Context: an optimization exercise on an open-source flow, tuned for small area, a short achievable clock period and few clock cycles per item. The choices shown serve that exercise and are no tape-out recipe. The RTL was checked by simulation tests, not by an equivalence proof against the original design. The clock port is modelled as an ideal driver; clocking choices that lean on that would not hold on a real chip.

==> design/flow/design.v <==
module cas (divisor, dividend, quotient, cin, cout, remainder);
input wire divisor, dividend, quotient, cin;
output wire cout, remainder;
assign remainder = (quotient ^ divisor) ^ dividend ^ cin;
assign cout = ((quotient ^ divisor)&dividend) | ((quotient ^ divisor)&cin) | (cin&dividend);
endmodule
module Divider_row(ndivisor, p_in, bit_in, p_out, q_out);
input  [14:0] ndivisor;
input  [14:0] p_in;
input         bit_in;
output [14:0] p_out;
output        q_out;
wire [15:0] x  = {p_in, bit_in};
wire [15:0] nd = {1'b1, ndivisor};
wire [15:0] g0 = x & nd;
wire [15:0] p0 = x ^ nd;
wire [15:0] gl [0:4];
wire [15:0] pl [0:4];
assign gl[0] = {g0[15:1], g0[0] | p0[0]};
assign pl[0] = p0;
genvar l, i;
generate for (l = 0; l < 4; l = l + 1) begin : lvl
	for (i = 0; i < 16; i = i + 1) begin : b
		if ((i >> l) & 1) begin : comb
			localparam integer J = ((i >> (l + 1)) << (l + 1)) + (1 << l) - 1;
			assign gl[l+1][i] = gl[l][i] | (pl[l][i] & gl[l][J]);
			assign pl[l+1][i] = pl[l][i] & pl[l][J];
		end else begin : pass
			assign gl[l+1][i] = gl[l][i];
			assign pl[l+1][i] = pl[l][i];
		end
	end
end endgenerate
wire [16:0] c = {gl[4], 1'b1};
wire [15:0] s = p0 ^ c[15:0];
assign q_out = c[16];
assign p_out = q_out ? s[14:0] : x[14:0];
endmodule
module Divider_Modulo (clk , reset, mode, valid_in, divisor, dividend, result, valid_out);
input wire clk, reset, mode, valid_in;
input wire [31:0] dividend;
input wire [15:0] divisor;
output reg valid_out;
output wire [31:0] result;
localparam [16:0] CUT = 17'b0_0100_1001_0010_0100;
reg        v_in;
reg        m_in;
reg [31:0] dd_in;
reg [14:0] dv_in;    
always @(posedge clk or posedge reset)
	if (reset) v_in <= 1'b0;
	else       v_in <= valid_in;
always @(posedge clk) begin
	m_in  <= mode;
	dd_in <= dividend;
	dv_in <= ~divisor[14:0];
end
wire [14:0] p   [0:17];
wire [16:0] s   [0:17];
wire [14:0] d   [0:17];    
wire        m   [0:17];
wire        v   [0:17];
assign p[0] = dd_in[31:17];
assign s[0] = dd_in[16:0];
assign d[0] = dv_in;
assign m[0] = m_in;
assign v[0] = v_in;
genvar i;
generate for (i = 0; i < 17; i = i + 1) begin : row
	wire [14:0] p_n;
	wire        q_n;
	Divider_row r (
		.ndivisor (d[i]),
		.p_in    (p[i]),
		.bit_in  (s[i][16]),
		.p_out   (p_n),
		.q_out   (q_n)
	);
	if (CUT[i]) begin : cut
		reg [14:0] p_r;
		reg [16:0] s_r;
		reg [14:0] d_r;
		reg        m_r;
		reg        v_r;
		always @(posedge clk or posedge reset)
			if (reset) v_r <= 1'b0;
			else       v_r <= v[i];
		always @(posedge clk) begin
			p_r <= p_n;
			s_r <= {s[i][15:0], q_n};
			d_r <= d[i];
			m_r <= m[i];
		end
		assign p[i+1] = p_r;
		assign s[i+1] = s_r;
		assign d[i+1] = d_r;
		assign m[i+1] = m_r;
		assign v[i+1] = v_r;
	end else begin : nocut
		assign p[i+1] = p_n;
		assign s[i+1] = {s[i][15:0], q_n};
		assign d[i+1] = d[i];
		assign m[i+1] = m[i];
		assign v[i+1] = v[i];
	end
end endgenerate
reg [16:0] res_r;
always @(posedge clk or posedge reset)
	if (reset) valid_out <= 1'b0;
	else       valid_out <= v[17];
always @(posedge clk)
	res_r <= m[17] ? {2'b0, p[17]} : s[17];
assign result = {15'b0, res_r};
endmodule
==> design/flow/flow/run.sh <==
#!/bin/bash
# The standard layout (the standard.sh, with flow/config.mk's settings)
# with these changes:
#  - no full/half-adder cell extraction (ADDER_MAP_FILE empty), so ABC maps
#    the adders' logic freely;
#  - ports are buffered with buf_2 instead of the buffer buffer_ports picks;
#  - after placement repair, flow/size_crit.tcl upsizes gates on the worst
#    register-to-register path (before detailed placement legalizes them).
# Each step's full log is under orfs/logs/; make's own output goes to
# make_finish.log.
set -euo pipefail
export FLOW_SYNTH_TCL="$PWD/synth_recipe.tcl"
export MY_ABC_SCRIPT="$PWD/flow/abc_map.script"
export SIZE_MAX_MOVES=150
export SIZE_MIN_GAIN=0.005
export SIZE_WINDOW=0.3
export SIZE_PATHS=3
export SIZE_ENDPOINTS=300
bash standard.sh "SYNTH_SCRIPT=$PWD/flow/synth_wrap.tcl" "ADDER_MAP_FILE=" \
  "BUFFER_PORTS_ARGS=-buffer_cell sky130_fd_sc_hd__buf_2" \
  "POST_CTS_TCL=$PWD/flow/size_cts.tcl" finish > make_finish.log 2>&1
==> design/flow/flow/abc_map.script <==
strash
dch -f
amap
topo
buffer -c
upsize -D 4000
dnsize -D 4000
stime -p
==> design/flow/flow/size_cts.tcl <==
source $::env(PLATFORM_DIR)/setRC.tcl
set_propagated_clock [all_clocks]

proc sc_parse {cell} {
  if {[regexp {^(sky130_fd_sc_hd__[a-z0-9]+)_([0-9]+)$} $cell -> base size]} {
    return [list $base $size]
  }
  return {}
}

# next larger usable size of the same cell family, or ""
proc sc_next {base size} {
  set best ""
  set best_s 1000
  foreach lc [get_lib_cells -quiet */${base}_*] {
    if {[get_property $lc dont_use]} { continue }
    set n [get_name $lc]
    if {![regexp "^${base}_(\[0-9\]+)\$" $n -> s]} { continue }
    if {$s > $size && $s < $best_s} {
      set best $lc
      set best_s $s
    }
  }
  return $best
}

proc worst_paths {n} {
  return [find_timing_paths -path_delay max -sort_by_slack \
    -group_path_count $n -endpoint_path_count 1]
}

# summed shortfall below target t of the endpoints (a resized gate's nets
# lose their estimated parasitics, so estimate again first)
proc shortfall {t} {
  estimate_parasitics -placement
  set sum 0.0
  foreach pe [worst_paths $::env(SIZE_ENDPOINTS)] {
    set s [get_property $pe slack]
    if {$s >= $t} { break }
    set sum [expr {$sum + $t - $s}]
  }
  return $sum
}

set moves 0
estimate_parasitics -placement
puts "size_cts: start worst slack [get_property [lindex [worst_paths 1] 0] slack]"
while {$moves < $::env(SIZE_MAX_MOVES)} {
  estimate_parasitics -placement
  set worst [worst_paths $::env(SIZE_PATHS)]
  set t [expr {[get_property [lindex $worst 0] slack] + $::env(SIZE_WINDOW)}]
  # collect the gates first: resizing invalidates the path objects
  set insts {}
  foreach pe $worst {
    foreach pt [get_property $pe points] {
      set pin [get_property $pt pin]
      if {[get_property $pin direction] ne "output"} { continue }
      set inst [get_cells -quiet -of_objects $pin]
      if {[llength $inst] == 1 && [lsearch -exact $insts $inst] < 0} { lappend insts $inst }
    }
  }
  set base_cost [shortfall $t]
  set best_cost [expr {$base_cost - $::env(SIZE_MIN_GAIN)}]
  set best_inst ""
  set best_lc ""
  foreach inst $insts {
    set cell [get_property $inst ref_name]
    set bs [sc_parse $cell]
    if {$bs eq ""} { continue }
    lassign $bs base size
    if {[regexp {clkbuf|clkinv|conb} $base]} { continue }
    set lc [sc_next $base $size]
    if {$lc eq ""} { continue }
    set old [get_lib_cells */$cell]
    replace_cell $inst $lc
    set cost [shortfall $t]
    replace_cell $inst $old
    if {$cost < $best_cost} {
      set best_cost $cost
      set best_inst $inst
      set best_lc $lc
    }
  }
  if {$best_inst eq ""} { break }
  replace_cell $best_inst $best_lc
  incr moves
}
estimate_parasitics -placement
puts "size_cts: $moves moves, worst slack [get_property [lindex [worst_paths 1] 0] slack]"

# legalize the resized cells
detailed_placement
check_placement -verbose
estimate_parasitics -placement
puts "size_cts: after legalization, worst slack [get_property [lindex [worst_paths 1] 0] slack]"
==> design/flow/flow/synth_wrap.tcl <==
# The standard synthesis (synth_recipe.tcl, sourced unchanged), with one
# change: the ABC technology-mapping call runs flow/abc_map.script instead of
# ORFS's abc_speed.script. Everything else, including register naming,
# flattening and renaming, is the standard synthesis.
proc abc {args} {
  set i [lsearch -exact $args -script]
  if {$i >= 0} { set args [lreplace $args $i [expr {$i + 1}] -script $::env(MY_ABC_SCRIPT)] }
  yosys abc {*}$args
}
source $::env(FLOW_SYNTH_TCL)
==> design/flow/standard.sh <==
#!/bin/bash
# synth_recipe.tcl (not shown) runs the flow's synth.tcl, then flattens the netlist and writes it again
# the make line also repeats each setting of config.mk as NAME=value (left out here)
make -C /OpenROAD-flow-scripts/flow DESIGN_CONFIG=/design/flow/config.mk WORK_HOME=/design/flow/orfs CLKGATE_MAP_FILE= SYNTH_SCRIPT=/design/flow/synth_recipe.tcl "${@:-finish}"
==> design/flow/config.mk <==
export PLATFORM = sky130hd
export DESIGN_NAME = Divider_Modulo
export DESIGN_NICKNAME = Divider_Modulo
export VERILOG_FILES = /design/flow/design.v
export SDC_FILE = /design/flow/constraint.sdc
export NUM_CORES = 4
export LEC_CHECK = 0
export CAP_MARGIN = 20
export CORE_MARGIN = 2
export CORE_UTILIZATION = 40
export CTS_CLUSTER_DIAMETER = 100
export CTS_CLUSTER_SIZE = 25
export GPL_TIMING_DRIVEN = 0
export SLEW_MARGIN = 20
==> design/flow/constraint.sdc <==
create_clock -name core_clock -period 25.0 [get_ports {clk}]
set_input_delay 5.0000 -clock core_clock [delete_from_list [all_inputs] [get_ports {clk}]]
set_output_delay 5.0000 -clock core_clock [all_outputs]
set_load 0.01 [all_outputs]
==> qor.yml, run 1 <==
gp_congestion: 0.869
cts_tree: "yes"
worst_pin_slew_ps: 702
tns_ps: 0
hold_viol: 0
syn_avg_cell_area_um2: 7.00
grt_use_met3_pct: 2.09
portBuffers: 68
synth-edff-count: 0
hold_path_depth: 0
clkSinkCount: 312
reg2reg_slack_ps: 18280
die_w_um: 214
rsz0062_at_grt: "no"
drtPass1Iterations: 7
clk_latency_ps: 550
timing.hold.ws_ps: 319
slew_viol_final: 0
cap_violations: 0
pin_count: 85
synth_top_cell_by_area: "dfxtp_1"
dpl_cell_area_um2: 18800
ys.flop_type: "dfxtp_1"
layout_commonest_cell: "nor2_1"
start_util_pct: 40.7
grt_util_met2_pct: 35.2
ys_warn_count: 2
grt_antenna_before_repair: 0
drt-total-wl_um: 45600
min_period_over_period_pct: 26.9
setup_slack_ps: 18280
pre_cts_slack_ps: 17900
final.setup_skew_ps: 17.6
stdcell_area_um2: 19600
met1_usage_pct: 24.6
grt_use_total_pct: 19.5
clk_pin_slew_worst_paths_ps: 110
synth_cell_types: 63
dieArea_um2: 45800
arrival_ps: 7160
layout_min_cycle_time_ps: 6720
fp.coreArea_um2: 43400
grt.busiest_layer: "met2"
min_to: "row[2].cut.s_r[16]"
synth.top_cell.area_share_pct: 34.6
syn_area_um2: 17700
critPathSlowestCell: "nor4_4"
gr-total-overflow: 0
rows: 76
required_ps: 25430
routed_via_density: 5.37
dpl.hpwl_um: 36500
drc: 0
drt-wirelength-per-cell_um: 14.2
netlist_instances: 2523
dp.cells: 3190
final_util_pct: 45.3
n_antenna_cell: 0
reg2reg_from: "row[8].cut.d_r[11]"
slowest_delay_ps: 500
die_h_um: 214
yosysSeqAreaShare_pct: 35.6
cp_common_cell: "a21oi_1"
crit_path_end_kind: "flip-flop"
cp_max_fo: 10
worstRegToRegCells: 32
ant_nets: 0
hold_path_class: "flip-flop to flip-flop"
grt_pass1_vias: 16100
final_layout_size_suffix_gt1_share_pct: 11.0
layout_common_cells: "nor2_1, dfxtp_1, nand2_1"
cp-start-kind: "flip-flop"
fmax_mhz: 149
status: "timing/DRC/antenna clean"
synth-async-reset-ratio_pct: 2.24
synthTopCellsByArea: "dfxtp_1, nor2_1, a21oi_1"
area_growth_pct: 11.3
drt_iter0_markers: 961
num-nets-final: 2677
holdCritStartpoint: "dd_in[13]"
critPathKind: "flip-flop to flip-flop"
r2r_end: "row[11].cut.p_r[1]"
fin_cells: 3218
setup_viol_count_final: 0
dr_total_vias: 17300
grt_max_degree: 27
grt_pass1_wl_um: 76300
slew_headroom_pct: 52.8
synth_seq_cells: 312
cell usage after synthesis (all sizes together) (14+ instances only):
library cell,count
inv,319
o22ai,168
o21ai,281
o32ai,31
a21oi,258
a21o,20
nor2b,22
o31a,14
o21a,18
a31oi,53
nor2,432
nand2,290
o22a,48
nor3,40
nor4,17
dfxtp,305
a22oi,37
or2,16
buf,44
how the worst max path moves through the flow:
stage                        from             endpoint  slack, ps  cells past startpoint
6_report       row[8].cut.d_r[11]   row[11].cut.p_r[1]      18280                     32
2_1_floorplan  row[11].cut.d_r[0]  row[14].cut.p_r[11]      19490                     36
5_1_grt        row[14].cut.p_r[0]            res_r[14]      17300                     32
3_5_place_dp    row[2].cut.d_r[3]    row[5].cut.p_r[0]      17900                     36
3_3_place_gp    row[2].cut.d_r[1]    row[5].cut.p_r[0]      17990                     37
area by class of cell:
| class | count | area, um2 |
|---|---|---|
| flip-flops and latches | 312 | 6280 |
| repair buffers | 68 | 340 |
| clock buffers | 19 | 454 |
| well taps | 585 | 732 |
| fillers | 4430 | 23700 |
| inverters | 322 | 1220 |
| multi-input cells | 1849 | 10200 |
| plain buffers | 54 | 333 |
| clock inverters | 9 | 120 |
per-layer routing:
| metal | up-vias | share of wire [%] |
|---|---|---|
| met2 | 313 | 48 |
| met5 | - | 0 |
| met4 | 0 | 2.3 |
| met3 | 71 | 3.7 |
| met1 | 7822 | 46 |
| li1 | 9085 | - |
kinds of logic after synthesis:
logic type	share of synthesized area, %
other cells	0.0212
buf+inv	8.63
flops	35.6
compound gates	35.9
simple gates	19.9
sequential cells by signal (all words and copies together), names as in the netlist:
| register | flops |
|---|---|
| row.cut.s_r | 85 |
| row.cut.d_r | 75 |
| row.cut.p_r | 75 |
| dd_in | 32 |
| res_r | 17 |
| dv_in | 15 |
| row.cut.m_r | 5 |
| row.cut.v_r | 5 |
| m_in | 1 |
| v_in | 1 |
| valid_out | 1 |
worst max-delay path: cells and delay by family (launching register included):
kind                   cells  cell delay, ps
buffers and inverters      8            1550
flip-flops                 1             410
AO/OA/AOI/OAI             14            3320
AND/OR/NAND/NOR           10            1320
Testbench counts, summed over its fixed seeds: cycles 16,048, items 16,000.
==> run 2, diff against run 1 <==
--- a/design/flow/flow/run.sh
+++ b/design/flow/flow/run.sh
@@ -11,11 +11,11 @@
 set -euo pipefail
 export FLOW_SYNTH_TCL="$PWD/synth_recipe.tcl"
 export MY_ABC_SCRIPT="$PWD/flow/abc_map.script"
-export SIZE_MAX_MOVES=150
+export SIZE_MAX_MOVES=80
 export SIZE_MIN_GAIN=0.005
 export SIZE_WINDOW=0.3
 export SIZE_PATHS=3
 export SIZE_ENDPOINTS=300
 bash standard.sh "SYNTH_SCRIPT=$PWD/flow/synth_wrap.tcl" "ADDER_MAP_FILE=" \
   "BUFFER_PORTS_ARGS=-buffer_cell sky130_fd_sc_hd__buf_2" \
-  "POST_CTS_TCL=$PWD/flow/size_cts.tcl" finish > make_finish.log 2>&1
+  "POST_RESIZE_TCL=$PWD/flow/size_crit.tcl" finish > make_finish.log 2>&1
==> design/flow/flow/abc_map.script (replaced) <==
strash
dch -f
map -D 4000
topo
buffer -c
upsize -D 4000
dnsize -D 4000
stime -p
==> design/flow/flow/size_crit.tcl (new file) <==
source $::env(PLATFORM_DIR)/setRC.tcl

proc sc_parse {cell} {
  if {[regexp {^(sky130_fd_sc_hd__[a-z0-9]+)_([0-9]+)$} $cell -> base size]} {
    return [list $base $size]
  }
  return {}
}

# next larger usable size of the same cell family, or ""
proc sc_next {base size} {
  set best ""
  set best_s 1000
  foreach lc [get_lib_cells -quiet */${base}_*] {
    if {[get_property $lc dont_use]} { continue }
    set n [get_name $lc]
    if {![regexp "^${base}_(\[0-9\]+)\$" $n -> s]} { continue }
    if {$s > $size && $s < $best_s} {
      set best $lc
      set best_s $s
    }
  }
  return $best
}

set ::regs [all_registers -edge_triggered]

proc r2r_paths {n} {
  return [find_timing_paths -from $::regs -to $::regs -sort_by_slack \
    -group_path_count $n -endpoint_path_count 1]
}

# summed shortfall below target t of the register endpoints (a resized
# gate's nets lose their estimated parasitics, so estimate again first)
proc shortfall {t} {
  estimate_parasitics -placement
  set sum 0.0
  foreach pe [r2r_paths $::env(SIZE_ENDPOINTS)] {
    set s [get_property $pe slack]
    if {$s >= $t} { break }
    set sum [expr {$sum + $t - $s}]
  }
  return $sum
}

set moves 0
estimate_parasitics -placement
puts "size_crit: start worst slack [get_property [lindex [r2r_paths 1] 0] slack]"
while {$moves < $::env(SIZE_MAX_MOVES)} {
  estimate_parasitics -placement
  set worst [r2r_paths $::env(SIZE_PATHS)]
  set t [expr {[get_property [lindex $worst 0] slack] + $::env(SIZE_WINDOW)}]
  # collect the gates first: resizing invalidates the path objects
  set insts {}
  foreach pe $worst {
    foreach pt [get_property $pe points] {
      set pin [get_property $pt pin]
      if {[get_property $pin direction] ne "output"} { continue }
      set inst [get_cells -quiet -of_objects $pin]
      if {[llength $inst] == 1 && [lsearch -exact $insts $inst] < 0} { lappend insts $inst }
    }
  }
  set base_cost [shortfall $t]
  set best_cost [expr {$base_cost - $::env(SIZE_MIN_GAIN)}]
  set best_inst ""
  set best_lc ""
  foreach inst $insts {
    set cell [get_property $inst ref_name]
    set bs [sc_parse $cell]
    if {$bs eq ""} { continue }
    lassign $bs base size
    if {[regexp {clkbuf|conb} $base]} { continue }
    set lc [sc_next $base $size]
    if {$lc eq ""} { continue }
    set old [get_lib_cells */$cell]
    replace_cell $inst $lc
    set cost [shortfall $t]
    replace_cell $inst $old
    if {$cost < $best_cost} {
      set best_cost $cost
      set best_inst $inst
      set best_lc $lc
    }
  }
  if {$best_inst eq ""} { break }
  replace_cell $best_inst $best_lc
  incr moves
}
estimate_parasitics -placement
puts "size_crit: $moves moves, worst slack [get_property [lindex [r2r_paths 1] 0] slack]"
removed: design/flow/flow/size_cts.tcl
==> run 2 against run 1 <==
Compared with the run above:
- still clean
- clock skew decreased by 0.70 ps
- sequential share of layout area decreased by 3.0 points
- worst hold slack better by 2.9 ps
- count of clock-buffer cells in the layout rose by 1
- non-clock buffer count up 4
- setup slack gained 700 ps
- first-iteration DRC count is 8.9% lower
- sequential cell count did not move
==> qor.yml, run 2 <==
grt_pass1_vias: 17500  # +8.9%
synth-async-reset-ratio_pct: 2.24  # unchanged
rows: 81  # +6.6%
clkSinkCount: 312  # unchanged
slew_headroom_pct: 58.2  # +5.4 points
ys_warn_count: 2  # unchanged
cp-start-kind: "flip-flop"
dr_total_vias: 18300  # +5.7%
area_growth_pct: 9.97
gr-total-overflow: 0  # unchanged
num-nets-final: 3165  # +18%
htree_levels: 1
ys.flop_type: "dfxtp_1"
drt_iter0_markers: 875  # -8.9%
drc: 0  # unchanged
layout_common_cells: "nor2_1, nand2_1, inv_1"
dp.cells: 3758  # +18%
layout_commonest_cell: "nor2_1"
reg.largest.list: "row.cut.s_r (85), row.cut.d_r (75), row.cut.p_r (75)"
cp_max_fo: 1  # -9
die_w_um: 226  # +5.6%
arrival_ps: 1020  # -6140 ps
setup_slack_ps: 18980  # +701 ps
crit_path_end_kind: "output port"
post_cts.repair.setup_buffers: 0
pin_count: 85  # unchanged
cp_num_buf_inv: 1  # -7
syn_area_um2: 19700  # +12%
netlist_instances: 3012  # +19%
min_period_over_period_pct: 24.1  # -2.8 points
gp_congestion: 0.914  # +5.3%
cts_buffer_depth: 3
critPathKind: "flip-flop to output port"
synth-edff-count: 0  # unchanged
setup_viol_count_final: 0  # unchanged
synth_top_cell_by_area: "dfxtp_1"
synthTopCellsByArea: "dfxtp_1, nor2_1, nand2_1"
clk_latency_ps: 530  # -20 ps
worst_pin_slew_ps: 627  # -75.0 ps
drtPass1Iterations: 6  # -1
grt_use_total_pct: 19.0  # -0.48 points
fmax_mhz: 166  # +12%
rsz0062_at_grt: "no"
fin_cells: 3783  # +18%
pre_cts_slack_ps: 19450  # +1560 ps
slowest_delay_ps: 370  # -130 ps
die_h_um: 226  # +5.6%
hold_viol: 0  # unchanged
hold_path_class: "flip-flop to flip-flop"
cts_inserted_buffers: 17
synth_common_cells: "nor2_1, nand2_1, inv_1"
final_util_pct: 44.4  # -0.87 points
portBuffers: 68  # unchanged
drt-wirelength-per-cell_um: 12.8  # -9.8%
slew_viol_final: 0  # unchanged
required_ps: 20000  # -5430 ps
root_buffer: "clkbuf_16"
final_layout_size_suffix_gt1_share_pct: 11.4  # +0.41 points
dpl_cell_area_um2: 21200  # +13%
reg2reg_slack_ps: 19380  # +1100 ps
layout_min_cycle_time_ps: 6020  # -701 ps
fp.coreArea_um2: 48800  # +13%
grt_max_degree: 27  # unchanged
critPathTopFamily: "flip-flops"
dieArea_um2: 51100  # +12%
grt_pass1_wl_um: 80800  # +5.9%
cts_tree: "yes"
dpl.hpwl_um: 40200  # +9.9%
status: "timing/DRC/antenna clean"
start_util_pct: 40.4  # -0.31 points
tns_ps: 0  # unchanged
cp_cell_sequence: "buf_2"
n_antenna_cell: 0  # unchanged
synth_most_common_cell: "nor2_1"
ant_nets: 0  # unchanged
grt_antenna_before_repair: 0  # unchanged
routed_via_density: 4.83  # -10%
clk_pin_slew_worst_paths_ps: 100  # about the same
final.setup_skew_ps: 16.9  # -0.704 ps
timing.hold.ws_ps: 322  # +2.87 ps
stdcell_area_um2: 21700  # +10%
regMostFlops: "row.cut.s_r"
yosysSeqAreaShare_pct: 31.8  # -3.8 points
ctsHoldBuffers: 0
cap_violations: 0  # unchanged
synth_cell_types: 64  # +1.6%
syn_avg_cell_area_um2: 6.55  # -6.3%
largest_reg_flops: 85  # unchanged
cts_resized: 0
critPathSlowestCell: "dfrtp_1"
drt-total-wl_um: 48300  # +6.1%
synth_seq_cells: 312  # unchanged
synth.top_cell.area_share_pct: 30.9  # -3.7 points
[run 2: changes by cell type in the layout (fill, tap and decap cells not counted), sizes merged, moves of 48 or more]
cell | previous run | this run
o21ai | 281 | 233
a21oi | 258 | 193
nand2 | 290 | 448
inv | 323 | 468
o22ai | 168 | 2
nand3 | 7 | 57
xnor2 | 0 | 89
o22a | 48 | 0
xor2 | 0 | 129
nor2 | 432 | 799
[run 2: per-layer routing]
layer / vias to the layer above / global-route usage (%) / routed length [um]
li1: 9673 / - / -
met1: 8260 / 21.4 / 20600
met2: 271 / 37.2 / 24900
met3: 80 / 1.78 / 1420
met4: 0 / 6.09 / 1500
met5: - / 0 / 0
[run 2: layout make-up]
| class | count | area [um2] |
|---|---|---|
| fillers | 5085 | 27100 |
| multi-input cells | 2190 | 11500 |
| flip-flops and latches | 312 | 6290 |
| inverters | 466 | 1760 |
| well taps | 664 | 831 |
| plain buffers | 58 | 472 |
| clock buffers | 20 | 447 |
| repair buffers | 68 | 340 |
| clock inverters | 5 | 51.3 |
[run 2: logic make-up (layout without fill, tap and decap cells)]
kind of cell / after synthesis / in the layout / share of synthesized area [%]
xor gates and xnor gates: 218 / 218 / 9.67
muxes: 24 / 24 / 1.22
other: 1 / 15 / 0.0190
AOI/OAI and AO/OA: 526 / 526 / 17.0
and+or+nand+nor: 1407 / 1407 / 29.1
buffers and inverters: 524 / 617 / 11.1
DFF: 312 / 312 / 31.8
[run 2: path summary, 6_finish.rpt]
kind,from,endpoint,cells past startpoint
max,valid_out,valid_out,1
min,row[5].cut.s_r[12],row[8].cut.s_r[15],0
max reg2reg,dv_in[10],row[2].cut.p_r[13],31
min reg2reg,row[5].cut.s_r[12],row[8].cut.s_r[15],0
max in group asynchronous,reset,row[11].cut.v_r,2
min in group asynchronous,reset,valid_out,2
==> run 3, diff against run 2 <==
==> design/flow/flow/abc_map.script (replaced) <==
strash
dch -f
amap
topo
buffer -c
upsize -D 4000
dnsize -D 4000
stime -p
==> run 3 against run 2 <==
Compared with the run above:
- first-iteration DRC count is 0.11% lower
- synthesized area fell by 11%
- global-route usage is 0.30 points higher
- core utilization is 0.99 points higher
- critical path type is now flip-flop to flip-flop
- largest cell class unchanged
- highest routed layer unchanged
==> qor.yml, run 3 <==
dieArea_um2: 45800  # -10%
synth.top_cell.area_share_pct: 34.6  # +3.7 points
syn_area_um2: 17700  # -11%
gp_congestion: 0.869  # -5.0%
area_growth_pct: 11.6
final.setup_skew_ps: 14.3  # -2.65 ps
cp_max_fo: 10  # +9
synth-edff-count: 0  # unchanged
num-nets-final: 2677  # -15%
slew_headroom_pct: 54.6  # -3.6 points
stdcell_area_um2: 19700  # -9.3%
drtPass1Iterations: 5  # -1
htree_levels: 1  # unchanged
ctsHoldBuffers: 0  # unchanged
required_ps: 25430  # +5430 ps
crit_path_end_kind: "flip-flop"
yosys.area_share.simple_pct: 19.9  # -9.2 points
synthTopCellsByArea: "dfxtp_1, nor2_1, a21oi_1"
holdCritStartpoint: "row[2].cut.s_r[11]"
grt_pass1_wl_um: 75600  # -6.4%
r2r_end: "row[14].cut.p_r[9]"
cp_num_buf_inv: 8  # +7
drt_iter0_markers: 874  # -0.11%
arrival_ps: 7130  # +6110 ps
netlist_instances: 2523  # -16%
regMostFlops: "row.cut.s_r"
grt_pass1_vias: 16000  # -8.5%
reg2reg_from: "row[11].cut.d_r[1]"
cts_inserted_buffers: 18  # +1
cts_buffer_depth: 3  # unchanged
dr_total_vias: 17300  # -5.2%
rows: 76  # -6.2%
routed_via_density: 5.38  # +11%
reg2reg_slack_ps: 18300  # -1080 ps
cts_tree: "yes"
syn_avg_cell_area_um2: 7.00  # +6.8%
dpl.hpwl_um: 36700  # -8.5%
worstRegToRegCells: 36  # +16%
synth_seq_cells: 312  # unchanged
layout_commonest_cell: "nor2_1"
hold_viol: 0  # unchanged
cts_resized: 0  # unchanged
grt_use_total_pct: 19.3  # +0.30 points
timing.hold.ws_ps: 319  # -3.01 ps
synth_adder_area_share_pct: 0  # unchanged
clk_latency_ps: 540  # about the same
grt_max_degree: 27  # unchanged
synth_compound_area_share_pct: 35.9  # +19 points
tns_ps: 0  # unchanged
clk_pin_slew_worst_paths_ps: 90  # about the same
fp.coreArea_um2: 43400  # -11%
worst_pin_slew_ps: 677  # +49.6 ps
layout_min_cycle_time_ps: 6700  # +676 ps
start_util_pct: 40.7  # +0.31 points
rsz0062_at_grt: "no"
drt-total-wl_um: 45400  # -6.2%
pin_count: 85  # unchanged
portBuffers: 68  # unchanged
synth_common_cells: "nor2_1, dfxtp_1, nand2_1"
slowest_delay_ps: 390  # +20 ps
ys.flop_type: "dfxtp_1"
slew_viol_final: 0  # unchanged
cap_violations: 0  # unchanged
yosysSeqAreaShare_pct: 35.6  # +3.8 points
largest_reg_flops: 85  # unchanged
dpl_cell_area_um2: 19100  # -9.9%
grt_antenna_before_repair: 1  # +1
gr-total-overflow: 0  # unchanged
critPathKind: "flip-flop to flip-flop"
hold_path_depth: 0  # unchanged
final_layout_size_suffix_gt1_share_pct: 11.4  # -0.026 points
status: "timing/DRC/antenna clean"
fmax_mhz: 149  # -10%
post_cts.repair.setup_buffers: 0  # unchanged
root_buffer: "clkbuf_16"
ys_warn_count: 2  # unchanged
synth_cell_types: 63  # -1.6%
min_period_over_period_pct: 26.8  # +2.7 points
die_w_um: 214  # -5.3%
synth_top_family_by_area: "compound AO/OA/AOI/OAI gates"
cp-start-kind: "flip-flop"
critPathTopFamily: "compound AO/OA/AOI/OAI gates"
synth-async-reset-ratio_pct: 2.24  # unchanged
min_to: "row[5].cut.s_r[14]"
clkSinkCount: 312  # unchanged
die_h_um: 214  # -5.3%
synth_xor_area_share_pct: 0  # -9.7 points
synth_most_common_cell: "nor2_1"
hold_path_class: "flip-flop to flip-flop"
critPathSlowestCell: "a31oi_4"
ant_nets: 0  # unchanged
setup_viol_count_final: 0  # unchanged
synthMuxAreaShare_pct: 0  # -1.2 points
layout_common_cells: "nor2_1, dfxtp_1, nand2_1"
reg.largest.list: "row.cut.s_r (85), row.cut.d_r (75), row.cut.p_r (75)"
synth_top_cell_by_area: "dfxtp_1"
drc: 0  # unchanged
drt-wirelength-per-cell_um: 14.1  # +10%
final_util_pct: 45.4  # +0.99 points
-- run 3: how the worst max path moves through the flow --
stage	startpoint	endpoint	slack (ps)	depth (start not counted)
after floorplan	row[11].cut.d_r[0]	row[14].cut.p_r[11]	19490	36
after global placement	row[2].cut.d_r[1]	row[5].cut.p_r[0]	17990	37
after detailed placement	row[11].cut.d_r[1]	row[14].cut.p_r[9]	18390	36
after CTS	row[11].cut.d_r[1]	row[14].cut.p_r[9]	18350	36
after global routing	row[14].cut.p_r[0]	res_r[14]	17190	32
final	row[11].cut.d_r[1]	row[14].cut.p_r[9]	18300	36
-- run 3: stage by stage --
stage | cells | worst slack (ps)
after floorplan | 2537 | 19490
after global placement | 3190 | 17990
after detailed placement | 3190 | 18390
after CTS | 3218 | 18350
after global routing | 3218 | 17190
final | 3219 | 18300
-- run 3: cell type report --
| cell class | count | area, um2 |
|---|---|---|
| diodes | 1 | 2.50 |
| fillers | 4391 | 23700 |
| well taps | 585 | 732 |
| inverters | 322 | 1220 |
| clock inverters | 8 | 120 |
| multi-input cells | 1849 | 10200 |
| flip-flops and latches | 312 | 6300 |
| repair buffers | 68 | 340 |
| plain buffers | 54 | 343 |
| clock buffers | 20 | 468 |
-- run 3: kinds of logic after synthesis --
| family | count (synthesis) |
|---|---|
| buffers and inverters | 376 |
| and+or+nand+nor | 843 |
| other | 1 |
| AOI/OAI and AO/OA | 991 |
| DFF | 312 |
-- run 3: worst register-to-register path, delay by kind of cell (launching register included) --
kind                   cells  cell delay, ps
flip-flops                 1             360
AO/OA/AOI/OAI             16            3580
AND/OR/NAND/NOR           12            1470
buffers and inverters      8            1170
-- run 3: routing by layer --
metal	track usage, %	part of all wire, %
met3	2.09	3.6
met1	24.5	46
met2	34.4	48
met4	5.90	2.9
met5	0	0
==> run 4, diff against run 3 <==
==> design/flow/flow/run.sh (replaced) <==
#!/bin/bash
# The standard layout (the standard.sh, with flow/config.mk's settings)
# with these changes:
#  - no full/half-adder cell extraction (ADDER_MAP_FILE empty), so ABC maps
#    the adders' logic freely;
#  - ports are buffered by flow/buffer_ports.tcl (buf_1 on inputs, buf_2 on
#    outputs) instead of with the buffer buffer_ports picks;
#  - after placement repair, flow/size_crit.tcl upsizes gates on the worst
#    register-to-register paths (before detailed placement legalizes them).
# Each step's full log is under orfs/logs/; make's own output goes to
# make_finish.log.
set -euo pipefail
export FLOW_SYNTH_TCL="$PWD/synth_recipe.tcl"
export MY_ABC_SCRIPT="$PWD/flow/abc_map.script"
export SIZE_MAX_MOVES=80
export SIZE_MIN_GAIN=0.005
export SIZE_WINDOW=0.3
export SIZE_PATHS=3
export SIZE_ENDPOINTS=300
export SIZE_TARGET_SLACK=19.05
bash standard.sh "SYNTH_SCRIPT=$PWD/flow/synth_wrap.tcl" "ADDER_MAP_FILE=" \
  "DONT_BUFFER_PORTS=1" "PRE_GLOBAL_PLACE_TCL=$PWD/flow/buffer_ports.tcl" \
  "POST_RESIZE_TCL=$PWD/flow/size_crit.tcl" finish > make_finish.log 2>&1
==> design/flow/flow/abc_map.script (replaced) <==
strash
dch -f
map -D 4000
topo
buffer -c
upsize -D 4000
dnsize -D 4000
stime -p
==> design/flow/flow/buffer_ports.tcl (new file) <==
# Buffer every port, as the standard flow's buffer_ports does, with fixed
# cells: buf_1 on the inputs (their paths have slack to spare) and buf_2 on
# the outputs (whose paths set the period).
buffer_ports -inputs -buffer_cell sky130_fd_sc_hd__buf_1
buffer_ports -outputs -buffer_cell sky130_fd_sc_hd__buf_2
--- a/design/flow/flow/size_crit.tcl
+++ b/design/flow/flow/size_crit.tcl
@@ -49,6 +49,7 @@
 while {$moves < $::env(SIZE_MAX_MOVES)} {
   estimate_parasitics -placement
   set worst [r2r_paths $::env(SIZE_PATHS)]
+  if {[get_property [lindex $worst 0] slack] >= $::env(SIZE_TARGET_SLACK)} { break }
   set t [expr {[get_property [lindex $worst 0] slack] + $::env(SIZE_WINDOW)}]
   # collect the gates first: resizing invalidates the path objects
   set insts {}
==> run 4 against run 3 <==
Compared with the run above:
- still clean on timing, DRC and antenna
- maximum frequency increased by 11%
- final cell count grew 18%
- design area rose by 8.7%
- routed wire length rose by 4.0%
- first-iteration DRC count fell by 7.2%
- sequential share of layout area is 2.6 points lower
- non-clock buffer count grew 4
- via count is 5.0% higher
- critical endpoint is now valid_out
- largest cell class unchanged
==> qor.yml, run 4 <==
routed_via_density: 4.81  # -11%
rsz0062_at_grt: "no"
post_cts.repair.setup_buffers: 0  # unchanged
worst_pin_slew_ps: 751  # +74.7 ps
reg2reg_from: "row[5].cut.d_r[0]"
synth-edff-count: 0  # unchanged
pin_count: 85  # unchanged
crit_start: "valid_out"
layout_commonest_cell: "nor2_1"
ctsHoldBuffers: 0  # unchanged
clk_pin_slew_worst_paths_ps: 90  # about the same
fin_cells: 3785  # +18%
gr-total-overflow: 0  # unchanged
rows: 81  # +6.6%
drt-total-wl_um: 47200  # +4.0%
syn_avg_cell_area_um2: 6.55  # -6.3%
cts_inserted_buffers: 17  # -1
stdcell_area_um2: 21400  # +8.7%
gp_congestion: 0.922  # +6.2%
num-nets-final: 3165  # +18%
synthTopCellsByArea: "dfxtp_1, nor2_1, nand2_1"
final_layout_size_suffix_gt1_share_pct: 7.95  # -3.4 points
root_buffer: "clkbuf_16"
area_growth_pct: 8.42
min_period_over_period_pct: 24.1  # -2.7 points
ys_warn_count: 2  # unchanged
tns_ps: 0  # unchanged
synth_common_cells: "nor2_1, nand2_1, inv_1"
critPathKind: "flip-flop to output port"
slew_headroom_pct: 49.6  # -5.0 points
regMostFlops: "row.cut.s_r"
dp.cells: 3758  # +18%
multiInputGateArea_um2: 11300  # +11%
hold_viol: 0  # unchanged
holdCritStartpoint: "dd_in[3]"
clk_latency_ps: 540  # about the same
fmax_mhz: 166  # +11%
critPathTopFamily: "flip-flops"
die_h_um: 226  # +5.6%
grt_use_total_pct: 18.7  # -0.57 points
largest_reg_flops: 85  # unchanged
slew_viol_final: 0  # unchanged
portBuffers: 68  # unchanged
hold_path_class: "flip-flop to flip-flop"
die_w_um: 226  # +5.6%
final.setup_skew_ps: 32.9  # +18.6 ps
synth.top_cell.area_share_pct: 30.9  # -3.7 points
syn_area_um2: 19700  # +12%
synth_seq_cells: 312  # unchanged
layout_common_cells: "nor2_1, nand2_1, inv_1"
setup_slack_ps: 18970  # +675 ps
slowest_delay_ps: 370  # -20 ps
drt_iter0_markers: 811  # -7.2%
dr_total_vias: 18200  # +5.0%
synth_cell_types: 64  # +1.6%
dpl_cell_area_um2: 20900  # +9.4%
cts_tree: "yes"
setup_viol_count_final: 0  # unchanged
grt_antenna_before_repair: 1  # unchanged
layout_min_cycle_time_ps: 6030  # -675 ps
cp_cell_sequence: "buf_2"
netlist_instances: 3012  # +19%
arrival_ps: 1030  # -6100 ps
drtPass1Iterations: 5  # unchanged
synth_top_cell_by_area: "dfxtp_1"
cts_resized: 0  # unchanged
crit_path_end_kind: "output port"
dpl.hpwl_um: 39500  # +7.7%
required_ps: 20000  # -5430 ps
cts_buffer_depth: 3  # unchanged
critPathSlowestCell: "dfrtp_1"
start_util_pct: 40.4  # -0.31 points
cap_violations: 0  # unchanged
register_area_um2: 6280  # -0.26%
drt-wirelength-per-cell_um: 12.5  # -12%
fp.coreArea_um2: 48800  # +13%
drc: 0  # unchanged
grt_pass1_wl_um: 79700  # +5.4%
yosysSeqAreaShare_pct: 31.8  # -3.8 points
status: "timing/DRC/antenna clean"
cp_num_buf_inv: 1  # -7
ys.flop_type: "dfxtp_1"
nFillCells: 5048  # +15%
grt_max_degree: 27  # unchanged
htree_levels: 1  # unchanged
pre_cts_slack_ps: 19050  # +666 ps
synth-async-reset-ratio_pct: 2.24  # unchanged
dieArea_um2: 51100  # +12%
cp-start-kind: "flip-flop"
synth_most_common_cell: "nor2_1"
reg.largest.list: "row.cut.s_r (85), row.cut.d_r (75), row.cut.p_r (75)"
clkSinkCount: 312  # unchanged
ant_nets: 0  # unchanged
grt_pass1_vias: 17500  # +9.3%
cp_max_fo: 1  # -9
[run 4: cell count changes after synthesis, moves of 115 or more]
cell / previous run / this run
nand2_1: 290 / 437
inv_1: 270 / 423
o22ai_1: 163 / 2
o21ai_0: 252 / 137
xor2_1: 0 / 129
nor2_1: 431 / 780
[run 4: area by class of cell]
cell class / count / area share (%)
clock inverters: 5 / 0.269
multi-input cells: 2190 / 52.9
flip-flops and latches: 312 / 29.3
diodes: 1 / 0.0117
plain buffers: 58 / 2.09
inverters: 466 / 8.19
clock buffers: 21 / 2.06
repair buffers: 68 / 1.30
well taps: 664 / 3.88
[run 4: cell families after synthesis]
kind of cell | Yosys count | synth area share (%)
simple gates | 1407 | 29.1
compound gates | 526 | 17.0
buf+inv | 524 | 11.1
flops | 312 | 31.8
xor+xnor | 218 | 9.67
mux | 24 | 1.22
other cells | 1 | 0.0190
[run 4: path summary, 6_finish.rpt]
kind	endpoint	slack [ps]	cells after the start
setup / recovery	valid_out	18970	1
setup reg to reg	row[8].cut.p_r[7]	19040	35
max in group asynchronous	row[2].cut.v_r	20430	2
min in group asynchronous	valid_out	4350	2
hold / removal	row[2].cut.s_r[6]	310	0
hold reg to reg	row[2].cut.s_r[6]	310	0
[run 4: metrics by stage]
| step | util (%) | hold slack [ps] |
|---|---|---|
| after detailed placement | 42.8 | 312 |
| after CTS | 43.8 | 309 |
| after global placement | 42.8 | 311 |
| after floorplan | - | 310 |
| final | 43.8 | 310 |
| after global routing | 43.8 | 324 |
[run 4: metal layers]
metal / share of wire [%] / vias up / track usage, %
met5: 0 / - / 0
met4: 2.6 / 0 / 5.65
met3: 2.4 / 68 / 1.82
met2: 52 / 228 / 37.3
met1: 43 / 8243 / 20.7
li1: - / 9661 / -
==> run 5, diff against run 4 <==
--- a/design/flow/flow/run.sh
+++ b/design/flow/flow/run.sh
@@ -17,7 +17,7 @@
 export SIZE_WINDOW=0.3
 export SIZE_PATHS=3
 export SIZE_ENDPOINTS=300
-export SIZE_TARGET_SLACK=19.05
+export SIZE_TARGET_SLACK=19.3
 bash standard.sh "SYNTH_SCRIPT=$PWD/flow/synth_wrap.tcl" "ADDER_MAP_FILE=" \
   "DONT_BUFFER_PORTS=1" "PRE_GLOBAL_PLACE_TCL=$PWD/flow/buffer_ports.tcl" \
   "POST_RESIZE_TCL=$PWD/flow/size_crit.tcl" finish > make_finish.log 2>&1
==> run 5 against run 4 <==
Compared with the run above:
- critical path type unchanged
- clock skew down 2.4 ps
- design area grew 0.15%
- synthesized cell count unchanged
- die area unchanged
- setup slack improved by 1.0 ps
- non-clock buffer count unchanged
- largest cell class unchanged
- maximum frequency about the same
- still clean on timing, DRC and antenna
- first-iteration DRC count fell by 7.8%
- worst hold slack improved by 5.1 ps
==> qor.yml, run 5 <==
ant_nets: 0  # unchanged
cp_num_buf_inv: 1  # unchanged
final_layout_size_suffix_gt1_share_pct: 7.98  # +0.029 points
dpl.hpwl_um: 39800  # +0.53%
dr_total_vias: 18400  # +0.91%
holdCritStartpoint: "dd_in[3]"
layout_commonest_cell: "nor2_1"
grt_pass1_vias: 17600  # +0.21%
ys_warn_count: 2  # unchanged
die_h_um: 226  # unchanged
layout_min_cycle_time_ps: 6020  # -1.00 ps
grt_antenna_before_repair: 0  # -1
cp_cell_sequence: "buf_2"
drt-wirelength-per-cell_um: 12.7  # +1.6%
cts_tree: "yes"
syn_avg_cell_area_um2: 6.55  # unchanged
routed_via_density: 4.85  # +0.91%
synth_common_cells: "nor2_1, nand2_1, inv_1"
nFillCells: 5032  # -0.32%
reg.largest.list: "row.cut.s_r (85), row.cut.d_r (75), row.cut.p_r (75)"
crit_start: "valid_out"
pin_count: 85  # unchanged
ctsHoldBuffers: 0  # unchanged
area_growth_pct: 8.58
grt_pass1_wl_um: 80200  # +0.58%
clk_pin_slew_worst_paths_ps: 90  # about the same
arrival_ps: 1020  # about the same
synth-edff-count: 0  # unchanged
cts_buffer_depth: 3  # unchanged
regMostFlops: "row.cut.s_r"
dieArea_um2: 51100  # unchanged
ys.flop_type: "dfxtp_1"
portBuffers: 68  # unchanged
synth.top_cell.area_share_pct: 30.9  # unchanged
synth_most_common_cell: "nor2_1"
rsz0062_at_grt: "no"
slew_viol_final: 0  # unchanged
cap_violations: 0  # unchanged
setup_viol_count_final: 0  # unchanged
fp.coreArea_um2: 48800  # unchanged
synth_top_cell_by_area: "dfxtp_1"
slowest_delay_ps: 370  # about the same
grt_max_degree: 27  # unchanged
synth_seq_cells: 312  # unchanged
syn_area_um2: 19700  # unchanged
rows: 81  # unchanged
hold_path_class: "flip-flop to flip-flop"
cp_max_fo: 1  # unchanged
num-nets-final: 3165  # unchanged
root_buffer: "clkbuf_16"
r2r_end: "row[8].cut.p_r[7]"
post_cts.repair.setup_buffers: 0  # unchanged
worst_pin_slew_ps: 679  # -72.8 ps
drt-total-wl_um: 48000  # +1.6%
netlist_instances: 3012  # unchanged
yosysSeqAreaShare_pct: 31.8  # unchanged
grt_use_total_pct: 18.9  # +0.17 points
drc: 0  # unchanged
cts_resized: 0  # unchanged
drtPass1Iterations: 7  # +2
status: "timing/DRC/antenna clean"
die_w_um: 226  # unchanged
layout_common_cells: "nor2_1, nand2_1, inv_1"
endpoint: "valid_out"
cts_inserted_buffers: 17  # unchanged
critPathTopFamily: "flip-flops"
crit_path_end_kind: "output port"
tns_ps: 0  # unchanged
synth-async-reset-ratio_pct: 2.24  # unchanged
htree_levels: 1  # unchanged
final.setup_skew_ps: 30.5  # -2.37 ps
reg2reg_slack_ps: 19190  # +150 ps
hold_viol: 0  # unchanged
reg2reg_from: "row[5].cut.d_r[10]"
synth_cell_types: 64  # unchanged
worstRegToRegCells: 32  # -8.6%
start_util_pct: 40.4  # unchanged
cp-start-kind: "flip-flop"
critPathKind: "flip-flop to output port"
synthTopCellsByArea: "dfxtp_1, nor2_1, nand2_1"
largest_reg_flops: 85  # unchanged
clk_latency_ps: 530  # about the same
slew_headroom_pct: 54.3  # +4.7 points
clkSinkCount: 312  # unchanged
n_antenna_cell: 0  # -1
gp_congestion: 0.922  # unchanged
cp.depth: 1  # unchanged
critPathSlowestCell: "dfrtp_1"
drt_iter0_markers: 748  # -7.8%
gr-total-overflow: 0  # unchanged
required_ps: 20000  # about the same
fmax_mhz: 166  # about the same
min_period_over_period_pct: 24.1  # about the same
run 5: worst min-delay path by stage:
| stage | to | slack [ps] | depth (start not counted) |
|---|---|---|---|
| 2_1_floorplan | row[11].cut.m_r | 310 | 0 |
| 3_3_place_gp | row[11].cut.s_r[12] | 310 | 0 |
| 3_5_place_dp | row[11].cut.s_r[3] | 310 | 0 |
| 4_1_cts | row[2].cut.s_r[6] | 310 | 0 |
| 5_1_grt | row[8].cut.s_r[6] | 320 | 0 |
| 6_report | row[2].cut.s_r[6] | 320 | 0 |
run 5: routing by layer:
| metal | vias to the layer above | part of all wire [%] | GRT usage, % |
|---|---|---|---|
| li1 | 9664 | - | - |
| met1 | 8396 | 43 | 20.9 |
| met2 | 235 | 52 | 37.7 |
| met3 | 70 | 2.5 | 1.81 |
| met4 | 0 | 2.3 | 5.35 |
| met5 | - | 0 | 0 |
run 5: cell families (layout without fill, tap and decap cells):
kind of cell	after synthesis	in the layout	synth area share (%)
xor+xnor	218	218	9.67
other cells	1	15	0.0190
simple gates	1407	1407	29.1
flops	312	312	31.8
buf+inv	524	619	11.1
mux	24	24	1.22
compound gates	526	526	17.0
run 5: worst register-to-register path: cells and delay by family, from the launching register on:
family                 cells  cell delay [ps]
buffers and inverters      7             1130
AO/OA/AOI/OAI              7             1780
flip-flops                 1              480
multiplexers               1              210
AND/OR/NAND/NOR           17             2140
run 5: final cells by class:
| class | count | area (um2) | share of cell area (%) |
|---|---|---|---|
| Clock inverter | 5 | 57.6 | 0.269 |
| Buffer | 58 | 449 | 2.10 |
| Timing Repair Buffer | 68 | 278 | 1.30 |
| Sequential cell | 312 | 6280 | 29.3 |
| Tap cell | 664 | 831 | 3.88 |
| Multi-Input combinational cell | 2190 | 11300 | 52.9 |
| Clock buffer | 22 | 444 | 2.07 |
| Inverter | 466 | 1750 | 8.17 |
run 5: metrics by stage:
step | area, um2 | hold WS (ps) | setup slack, ps | util (%) | std cells
6_report | 21400 | 315 | 18980 | 43.9 | 3785
5_1_grt | 21400 | 319 | 18430 | 43.9 | 3785
4_1_cts | 21400 | 306 | 18940 | 43.9 | 3785
3_5_place_dp | 20900 | 312 | 19180 | 42.8 | 3758
3_3_place_gp | 20900 | 311 | 19160 | 42.8 | 3758
2_1_floorplan | 19800 | 310 | 19620 | - | 3026
==> run 6, diff against run 5 <==
--- a/design/flow/config.mk
+++ b/design/flow/config.mk
@@ -7,7 +7,7 @@
 export LEC_CHECK = 0
 export CAP_MARGIN = 20
 export CORE_MARGIN = 2
-export CORE_UTILIZATION = 40
+export CORE_UTILIZATION = 50
 export CTS_CLUSTER_DIAMETER = 100
 export CTS_CLUSTER_SIZE = 25
 export GPL_TIMING_DRIVEN = 0
==> run 6 against run 5 <==
Compared with the run above:
- critical path type unchanged
- setup slack better by 1.8 ps
- still clean on timing, DRC and antenna
- critical endpoint unchanged
- global-route usage up 4.4 points
==> qor.yml, run 6 <==
synth.top_cell.area_share_pct: 30.9  # unchanged
num-nets-final: 3166  # +0.032%
rsz0062_at_grt: "no"
dpl.hpwl_um: 39700  # -0.15%
root_buffer: "clkbuf_16"
critPathTopFamily: "flip-flops"
clkSinkCount: 312  # unchanged
grt_pass1_wl_um: 80000  # -0.27%
hold_path_class: "flip-flop to flip-flop"
stdcell_area_um2: 21300  # -0.59%
die_w_um: 203  # -10%
portBuffers: 68  # unchanged
crit_path_end_kind: "output port"
netlist_instances: 3012  # unchanged
drt-wirelength-per-cell_um: 13.1  # +3.7%
crit_start: "valid_out"
htree_levels: 1  # unchanged
fmax_mhz: 166  # about the same
area_growth_pct: 7.94
drtPass1Iterations: 5  # -2
clk_latency_ps: 530  # about the same
cp-start-kind: "flip-flop"
timing.hold.ws_ps: 328  # +13.2 ps
tns_ps: 0  # unchanged
start_util_pct: 50.8  # +10 points
synth_common_cells: "nor2_1, nand2_1, inv_1"
synth_cell_types: 64  # unchanged
grt_max_degree: 27  # unchanged
layout_commonest_cell: "nor2_1"
grt_pass1_vias: 17400  # -1.1%
routed_via_density: 5.01  # +3.2%
worst_pin_slew_ps: 697  # +18.1 ps
pin_count: 85  # unchanged
regMostFlops: "row.cut.s_r"
cp_cell_sequence: "buf_2"
layout_min_cycle_time_ps: 6020  # -1.80 ps
cap_violations: 0  # unchanged
fp.coreArea_um2: 38800  # -21%
synth-edff-count: 0  # unchanged
syn_avg_cell_area_um2: 6.55  # unchanged
slew_viol_final: 0  # unchanged
die_h_um: 203  # -10%
holdCritStartpoint: "row[5].cut.m_r"
grt_antenna_before_repair: 0  # unchanged
cp_max_fo: 1  # unchanged
hold_viol: 0  # unchanged
slowest_delay_ps: 360  # about the same
drt-total-wl_um: 47800  # -0.21%
rows: 72  # -11%
dieArea_um2: 41100  # -20%
cts_inserted_buffers: 18  # +1
reg2reg_from: "row[5].cut.d_r[10]"
reg.largest.list: "row.cut.s_r (85), row.cut.d_r (75), row.cut.p_r (75)"
synth-async-reset-ratio_pct: 2.24  # unchanged
ys.flop_type: "dfxtp_1"
clk_pin_slew_worst_paths_ps: 90  # about the same
grt_use_total_pct: 23.4  # +4.4 points
critPathSlowestCell: "dfrtp_1"
setup_viol_count_final: 0  # unchanged
status: "timing/DRC/antenna clean"
synth_top_cell_by_area: "dfxtp_1"
gp_congestion: 0.920  # -0.25%
dpl_cell_area_um2: 20800  # -0.85%
largest_reg_flops: 85  # unchanged
drc: 0  # unchanged
ctsHoldBuffers: 0  # unchanged
cts_tree: "yes"
ys_warn_count: 2  # unchanged
ant_nets: 0  # unchanged
drt_iter0_markers: 783  # +4.7%
yosysSeqAreaShare_pct: 31.8  # unchanged
critPathKind: "flip-flop to output port"
cts_buffer_depth: 3  # unchanged
required_ps: 20000  # about the same
layout_common_cells: "nor2_1, nand2_1, inv_1"
synthTopCellsByArea: "dfxtp_1, nor2_1, nand2_1"
min_period_over_period_pct: 24.1  # about the same
cts_resized: 0  # unchanged
arrival_ps: 1020  # about the same
synth_most_common_cell: "nor2_1"
slew_headroom_pct: 53.2  # -1.0 points
gr-total-overflow: 0  # unchanged
dr_total_vias: 18200  # -0.70%
cp_num_buf_inv: 1  # unchanged
synth_seq_cells: 312  # unchanged
final_layout_size_suffix_gt1_share_pct: 8.10  # +0.12 points
n_antenna_cell: 0  # unchanged
post_cts.repair.setup_buffers: 0  # unchanged
syn_area_um2: 19700  # unchanged
final.setup_skew_ps: 20.1  # -10.4 ps
## run 6: cell counts after synthesis
Identical to the previous run, type by type.
## run 6: cells by family after synthesis
logic type / synth area share (%)
other: 0.0190
flip-flops: 31.8
AO/OA/AOI/OAI: 17.0
XOR/XNOR: 9.67
buffers and inverters: 11.1
multiplexers: 1.22
AND/OR/NAND/NOR: 29.1
## run 6: stage by stage
step / std cells / setup slack (ps) / util, %
6_report: 3641 / 18980 / 54.9
5_1_grt: 3641 / 18410 / 54.9
4_1_cts: 3641 / 18940 / 54.9
3_5_place_dp: 3612 / 19190 / 53.4
3_3_place_gp: 3612 / 19020 / 53.4
2_1_floorplan: 3026 / 19620 / -
## run 6: final cells by class
type,count,area (um2)
Sequential cell,312,6280
Buffer,58,452
Tap cell,518,648
Clock inverter,6,73.8
Fill cell,3819,17500
Timing Repair Buffer,68,278
Clock buffer,23,479
Inverter,466,1750
Multi-Input combinational cell,2190,11300
## run 6: path summary, 6_finish.rpt
kind	end	cells after the start	slack [ps]
hold reg to reg	row[8].cut.m_r	0	330
min in group asynchronous	v_in	2	4340
hold / removal	row[8].cut.m_r	0	330
setup / recovery	valid_out	1	18980
setup reg to reg	row[8].cut.p_r[10]	28	19180
max in group asynchronous	row[14].cut.v_r	2	20440
## run 6: per-layer routing
layer	vias up	share of wire [%]	track usage, %
met1	8169	44	27.5
met2	298	49	43.7
met5	-	0	0
li1	9675	-	-
met4	0	3.5	8.92
met3	95	3.2	2.10
## run 6: worst reg2reg max path: cells and delay by family, from the launching register on
kind	cells	cell delay, ps
simple gates	14	2040
compound gates	7	1800
buf+inv	6	1150
flops	1	490
xor+xnor	1	300
==> run 7, diff against run 6 <==
--- a/design/flow/flow/run.sh
+++ b/design/flow/flow/run.sh
@@ -12,7 +12,7 @@
 set -euo pipefail
 export FLOW_SYNTH_TCL="$PWD/synth_recipe.tcl"
 export MY_ABC_SCRIPT="$PWD/flow/abc_map.script"
-export SIZE_MAX_MOVES=80
+export SIZE_MAX_MOVES=200
 export SIZE_MIN_GAIN=0.005
 export SIZE_WINDOW=0.3
 export SIZE_PATHS=3
==> design/flow/flow/abc_map.script (replaced) <==
strash
dch -f
map -D 4500
topo
buffer -c
upsize -D 4500
dnsize -D 4500
stime -p
--- a/design/flow/config.mk
+++ b/design/flow/config.mk
@@ -7,7 +7,7 @@
 export LEC_CHECK = 0
 export CAP_MARGIN = 20
 export CORE_MARGIN = 2
-export CORE_UTILIZATION = 50
+export CORE_UTILIZATION = 40
 export CTS_CLUSTER_DIAMETER = 100
 export CTS_CLUSTER_SIZE = 25
 export GPL_TIMING_DRIVEN = 0
==> run 7 against run 6 <==
Compared with the run above:
- critical path depth did not move
- final cell count rose by 3.0%
- count of clock-buffer cells in the layout fell by 3
- non-clock buffer count rose by 2
- worst hold slack got worse by 11 ps
- sequential share of layout area rose by 0.34 points
- register-to-register slack got worse by 170 ps
- clock skew rose by 7.7 ps
- setup slack got worse by 21 ps
==> qor.yml, run 7 <==
r2r_end: "row[8].cut.p_r[5]"
cap_violations: 0  # unchanged
stdcell_area_um2: 21100  # -0.86%
layout_min_cycle_time_ps: 6040  # +21.4 ps
drc: 0  # unchanged
clk_latency_ps: 540  # about the same
reg2reg_slack_ps: 19010  # -170 ps
dieArea_um2: 49800  # +21%
grt_pass1_vias: 17100  # -1.6%
synthTopCellsByArea: "dfxtp_1, nor2_1, inv_1"
final_util_pct: 44.4  # -10 points
n_antenna_cell: 0  # unchanged
largest_reg_flops: 85  # unchanged
drt-total-wl_um: 46900  # -1.9%
cts_buffer_depth: 3  # unchanged
cp_num_buf_inv: 1  # unchanged
pre_cts_slack_ps: 19110  # -89.7 ps
dp.cells: 3725  # +3.1%
root_buffer: "clkbuf_16"
area_growth_pct: 9.85
start_util_pct: 40.4  # -10 points
clkSinkCount: 312  # unchanged
critPathTopFamily: "flip-flops"
rows: 80  # +11%
reg.largest.list: "row.cut.s_r (85), row.cut.d_r (75), row.cut.p_r (75)"
gr-total-overflow: 0  # unchanged
netlist_instances: 3028  # +0.53%
grt_max_degree: 27  # unchanged
synth_cell_types: 58  # -9.4%
htree_levels: 1  # unchanged
synth.top_cell.area_share_pct: 31.8  # +0.82 points
fin_cells: 3749  # +3.0%
multiInputGateArea_um2: 11100  # -1.9%
critPathKind: "flip-flop to output port"
ctsHoldBuffers: 0  # unchanged
min_period_over_period_pct: 24.2  # +0.086 points
fp.coreArea_um2: 47500  # +22%
pin_count: 85  # unchanged
fmax_mhz: 165  # -0.35%
min_to: "row[5].cut.s_r[8]"
synth-edff-count: 0  # unchanged
slew_viol_final: 0  # unchanged
die_w_um: 223  # +10%
syn_avg_cell_area_um2: 6.35  # -3.1%
gp_congestion: 0.899  # -2.2%
arrival_ps: 1040  # +20 ps
rsz0062_at_grt: "no"
synth_seq_cells: 312  # unchanged
grt_pass1_wl_um: 78400  # -2.0%
critPathSlowestCell: "dfrtp_1"
cp-start-kind: "flip-flop"
slowest_delay_ps: 380  # +20 ps
final_layout_size_suffix_gt1_share_pct: 6.22  # -1.9 points
holdCritStartpoint: "row[2].cut.s_r[5]"
ys.flop_type: "dfxtp_1"
post_cts.repair.setup_buffers: 0  # unchanged
setup_slack_ps: 18960  # -21.4 ps
worst_pin_slew_ps: 666  # -30.4 ps
setup_viol_count_final: 0  # unchanged
synth_most_common_cell: "nor2_1"
tns_ps: 0  # unchanged
regMostFlops: "row.cut.s_r"
drtPass1Iterations: 7  # +2
die_h_um: 223  # +10%
nFillCells: 4852  # +27%
status: "timing/DRC/antenna clean"
worstRegToRegCells: 34  # +21%
drt-wirelength-per-cell_um: 12.5  # -4.7%
crit_path_end_kind: "output port"
required_ps: 20000  # about the same
cts_tree: "yes"
clk_pin_slew_worst_paths_ps: 100  # about the same
ant_nets: 0  # unchanged
dpl_cell_area_um2: 20600  # -0.60%
layout_commonest_cell: "nor2_1"
cts_inserted_buffers: 17  # -1
synth_top_cell_by_area: "dfxtp_1"
final.setup_skew_ps: 27.8  # +7.74 ps
register_area_um2: 6300  # +0.28%
yosysSeqAreaShare_pct: 32.7  # +0.84 points
hold_path_depth: 0  # unchanged
hold_path_class: "flip-flop to flip-flop"
grt_use_total_pct: 18.7  # -4.6 points
hold_viol: 0  # unchanged
cp_max_fo: 1  # unchanged
reg2reg_from: "row[5].cut.d_r[3]"
cp_cell_sequence: "buf_2"
dpl.hpwl_um: 38800  # -2.3%
ys_warn_count: 2  # unchanged
grt_antenna_before_repair: 1  # +1
cts_resized: 0  # unchanged
portBuffers: 68  # unchanged
num-nets-final: 3181  # +0.47%
routed_via_density: 4.88  # -2.5%
layout_common_cells: "nor2_1, inv_1, nand2_1"
synth_common_cells: "nor2_1, inv_1, nand2_1"
syn_area_um2: 19200  # -2.6%
dr_total_vias: 18300  # +0.40%
drt_iter0_markers: 864  # +10%
slew_headroom_pct: 55.1  # +1.9 points
synth-async-reset-ratio_pct: 2.24  # unchanged
## run 7: cell families after synthesis
| logic type | Yosys count | synth area share (%) |
|---|---|---|
| XOR/XNOR | 214 | 9.75 |
| AO/OA/AOI/OAI | 530 | 16.1 |
| flip-flops | 312 | 32.7 |
| buffers and inverters | 526 | 11.1 |
| multiplexers | 13 | 0.677 |
| other | 1 | 0.0195 |
| AND/OR/NAND/NOR | 1432 | 29.7 |
## run 7: worst max path at each step
| stage | slack, ps | startpoint | endpoint | depth (start not counted) |
|---|---|---|---|---|
| 2_1_floorplan | 19620 | valid_out | valid_out | 0 |
| 3_3_place_gp | 18550 | row[5].cut.d_r[9] | row[8].cut.p_r[3] | 32 |
| 3_5_place_dp | 19110 | row[11].cut.d_r[0] | row[14].cut.p_r[1] | 30 |
| 4_1_cts | 18930 | valid_out | valid_out | 1 |
| 5_1_grt | 18380 | row[11].cut.d_r[0] | row[14].cut.p_r[11] | 29 |
| 6_report | 18960 | valid_out | valid_out | 1 |
## run 7: metal layers
layer / vias up / GRT usage [%] / wire (um)
met4: 0 / 5.38 / 1100
met3: 74 / 1.70 / 1600
met1: 8290 / 23.4 / 21500
met5: - / 0 / 0
met2: 278 / 34.2 / 22700
li1: 9668 / - / -
## run 7: cell type report
cell class / count / share of cell area [%]
multi-input cells: 2204 / 52.7
flip-flops and latches: 312 / 29.8
repair buffers: 68 / 1.32
inverters: 466 / 8.28
clock buffers: 20 / 2.11
well taps: 615 / 3.64
clock inverters: 4 / 0.219
plain buffers: 60 / 1.94
## run 7: stage by stage
step | hold slack, ps
finish | 317
global route | 333
CTS | 330
detailed placement | 312
global placement | 310
floorplan | 310

==> separate check: timing with driven ports <==
In the flow no input, the clock included, has a driving cell. The finished layouts below were timed again as built, in two steps.
Step 1 assumes that a clkbuf_16 drives the clock port and a buf_2 every other input.
Step 2 also shifts input and output timing later by t, the mid clock arrival at the registers, as if the neighbouring blocks saw the same clock.
Slacks: ideal / step 1 / step 2; pairs: ideal / step 1.
run	t (ns)	setup WS [ns]	worst data-port slew with drivers (ns)
run 1	0.587	18.276 / 18.276 / 18.276	0.05
run 2	0.573	18.977 / 18.920 / 19.378	0.06
run 3	0.586	18.300 / 18.300 / 18.300	0.04
run 4	0.576	18.975 / 18.917 / 19.043	0.06
run 5	0.576	18.976 / 18.918 / 19.192	0.05
run 6	0.579	18.978 / 18.923 / 19.179	0.07
run 7	0.579	18.956 / 18.898 / 19.014	0.04
After both steps setup and hold are still met in every run listed.
